This design comes from an exercise in tuning for small area and a short achievable clock period on the open sky130 flow, not from production work. RTL that was checked went through simulation tests only; none was proved equivalent to the original.

==> flow/design.v (excerpt) <==
module MIPS(
	input cclk,
	input reset,
	input [31:0] imem_data,
	output [31:0] imem_addr,
	output [31:0] result
    );
	reg  [31:0] pc;
	reg  [31:0] ifid_pc4;           
	reg  [31:0] ifid_inst;          
	reg  [31:0] preA, preB;         
	reg         a_ex, a_mem, a_rf;
	reg         b_ex, b_mem, b_rf, b_imm;
	reg         s_ex, s_mem, s_rf;
	reg         d_R, d_lw, d_sw, d_beq, d_jal, d_jr;    
	reg         k_add, k_sub, k_slt, k_or, k_and;       
	reg         lu_q;               
	reg  [31:0] res_q;              
	reg  [31:0] ex_sdata;           
	reg  [4:0]  ex_dst;             
	reg  [4:0]  ex_rt;              
	reg         ex_rw, ex_m2r, ex_mr, ex_mw, ex_jal;
	reg  [31:0] mem_wd;             
	reg  [4:0]  mem_dst;            
	reg         mem_rw;             
	reg  [31:0] pre31;              
	reg         z;                  
	wire [1023:0] rf_all;           
	wire [1023:0] dm_all;           
	wire [4:0]  rs  = ifid_inst[25:21];
	wire [4:0]  rt  = ifid_inst[20:16];
	wire [4:0]  rd  = ifid_inst[15:11];
	wire [15:0] imm = ifid_inst[15:0];
	wire [31:0] sext = {{16{imm[15]}}, imm};
	wire if_flush = d_beq | d_jal;
	wire hz       = lu_q | if_flush;
  ...
Size: roughly 6900 cells after synthesis, roughly 98 I/O pins, ~0.099 sq mm of cells after synthesis.
clock: 12.0 ns
lec_check: 0
cap_margin: 20
cell_pad_in_sites_detail_placement: 1
core_margin: 2
core_utilization: 35
cts_cluster_diameter: 75
cts_cluster_size: 28
place_density: 0.45
slew_margin: 20
standard.sh (not shown) runs the stock make flow with config.mk's settings and CLKGATE_MAP_FILE= SYNTH_SCRIPT=/design/flow/synth_recipe.tcl, a recipe that flattens the netlist after the stock synthesis.
==> flow/flow/run.sh <==
#!/bin/bash
# Own flow: the standard layout (standard.sh, with its unchanged synthesis),
# with two changes to how the layout is made:
#  - the resizer's setup repair aims at a slack margin below the clock period,
#    so that it works on paths well inside the period instead of stopping at it;
#  - the port buffers are plain buffers (buf_4) rather than the delay cell
#    buffer_ports picks by default.
# Each step's full output is in synth.log / layout.log here and in ORFS's own
# per-step logs under orfs/logs.
set -euo pipefail
MARGIN=8
bash standard.sh synth > synth.log 2>&1
bash standard.sh SETUP_SLACK_MARGIN=$MARGIN "BUFFER_PORTS_ARGS=-buffer_cell sky130_fd_sc_hd__buf_4" finish > layout.log 2>&1
The baseline ran to the end with no violations.
Change:
- CORE_UTILIZATION: 35 -> 40
- PLACE_DENSITY: 0.45 -> 0.55
Fmax drops by about 1.7%.
Flip-flop and latch count stays the same.
Count of clock-buffer cells in the layout drops by 7.
Change:
- CTS_CLUSTER_DIAMETER: 75 -> 80
- CTS_CLUSTER_SIZE: 28 -> 30
- via count fell by 0.30%
- hold slack improved by 15 ps
- die area stays the same

* * *

## the baseline
Another version of the RTL of MIPS (not shown whole).
Size in the first run: ~7,000 cells after synthesis, about 2,400 flip-flops, ~98 I/O pins, about 0.10 sq mm of cells after synthesis.
==> flow/design.v (excerpt) <==
module MIPS(
	input cclk,
	input reset,
	input [31:0] imem_data,
	output [31:0] imem_addr,
	output [31:0] result
    );
Settings: LEC_CHECK=0, CAP_MARGIN=20, CELL_PAD_IN_SITES_DETAIL_PLACEMENT=1, CORE_MARGIN=2, CORE_UTILIZATION=35, CTS_CLUSTER_DIAMETER=80, CTS_CLUSTER_SIZE=28, PLACE_DENSITY=0.45, SLEW_MARGIN=20; clock period 12.0 ns.
==> flow/flow/run.sh <==
#!/bin/bash
# Own flow: the standard layout (standard.sh, with its unchanged synthesis),
# with these changes to how the layout is made:
#  - the resizer's setup repair aims at a slack margin below the clock period,
#    so that it works on paths well inside the period instead of stopping at it;
#  - the port buffers are plain buffers (buf_4) rather than the delay cell
#    buffer_ports picks by default;
#  - after global routing's own repair, one more setup-repair pass
#    (flow/post_grt.tcl, through ORFS's POST_GLOBAL_ROUTE_TCL hook), with the
#    changed nets routed again incrementally, as ORFS does after its own pass.
# Each step's full output is in synth.log / layout.log here and in ORFS's own
# per-step logs under orfs/logs.
set -euo pipefail
MARGIN=8
HERE=$(cd "$(dirname "$0")" && pwd)
bash standard.sh synth > synth.log 2>&1
bash standard.sh SETUP_SLACK_MARGIN=$MARGIN \
  "BUFFER_PORTS_ARGS=-buffer_cell sky130_fd_sc_hd__buf_4" \
  POST_GLOBAL_ROUTE_TCL=$HERE/post_grt.tcl finish > layout.log 2>&1
==> flow/flow/post_grt.tcl <==
# One more setup-repair pass on global-route parasitics, then the changed
# nets are legalised and routed again incrementally (as global_route.tcl does
# after its own repair pass).
puts "post_grt: extra setup repair"
log_cmd global_route -start_incremental
log_cmd repair_timing -setup -setup_margin $::env(SETUP_SLACK_MARGIN) \
  -sequence "sizeup,swap,buffer,clone,split" -verbose
log_cmd detailed_placement
log_cmd global_route -end_incremental
log_cmd estimate_parasitics -global_routing
report_worst_slack -max
The baseline went all the way through the flow, and no timing, DRC or antenna check failed.
Relative to the baseline, the following input files were edited for the candidate:
==> flow/flow/run.sh <==
#!/bin/bash
# Own flow: the standard layout (standard.sh, with its unchanged synthesis),
# with two changes to how the layout is made:
#  - the resizer's setup repair aims at a slack margin below the clock period,
#    so that it works on paths well inside the period instead of stopping at it;
#  - the port buffers are plain buffers (buf_4) rather than the delay cell
#    buffer_ports picks by default.
# Each step's full output is in synth.log / layout.log here and in ORFS's own
# per-step logs under orfs/logs.
set -euo pipefail
MARGIN=8
bash standard.sh synth > synth.log 2>&1
bash standard.sh SETUP_SLACK_MARGIN=$MARGIN "BUFFER_PORTS_ARGS=-buffer_cell sky130_fd_sc_hd__buf_4" finish > layout.log 2>&1
-- flow/config.mk --
<<< the baseline, line 12
export CTS_CLUSTER_DIAMETER = 80
export CTS_CLUSTER_SIZE = 28
>>> the candidate, line 12
export CTS_CLUSTER_DIAMETER = 85
export CTS_CLUSTER_SIZE = 30
removed: flow/flow/post_grt.tcl
Findings:
In terms of aggregate global-route resource usage, the candidate and the baseline differ only marginally. The candidate vs. the baseline: first-pass GRT wire length about even; cell total after placement about even; wire length fell about 0.7%; pin count of the biggest net entering global routing about even; peak supply drop rose 0.000027 V. Final standard cell area without fillers on the candidate is ahead of the baseline. | worst setup slack | the candidate vs the baseline | 0.046 ns lower |.
No functional check of the RTL was part of any run of this note.

-- what the ideal ports hide --
Ports are ideal in the flow. The routed layouts listed here were re-timed in OpenROAD. Step 1 (the two cells are an assumption about what drives the block):
set clk [get_ports {cclk}]
set_driving_cell -lib_cell sky130_fd_sc_hd__clkbuf_16 $clk
set_driving_cell -lib_cell sky130_fd_sc_hd__buf_2 [delete_from_list [all_inputs] $clk]
Step 2 adds t to the input delays and takes it off the output delays; t is the mean of the earliest and latest rising clock arrival at the registers after step 1. Input paths then give back, and output paths get back, about the clock's delay inside the block. Slacks: no drivers / after step 1 / after step 2; pairs: no drivers / after step 1.
run	t (ns)	setup slack, ns	worst setup path at the end	worst register clock-pin slew, ns
the first run of note 1	0.968	7.854 / 7.852 / 6.960	input to register	0.11 / 0.11
the second run of note 1	0.936	7.780 / 7.780 / 7.037	input to register	0.11 / 0.11
the third run of note 1	0.940	7.762 / 7.762 / 6.951	input to register	0.12 / 0.12
the baseline	0.988	7.891 / 7.895 / 6.980	input to register	0.12 / 0.12
the candidate	1.028	7.846 / 7.813 / 6.893	input to register	0.12 / 0.12
After both steps setup and hold are still met in every run listed. The setup slack of the candidate, which loses most, moves by -0.033 ns with the drivers and by -0.953 ns with both steps.
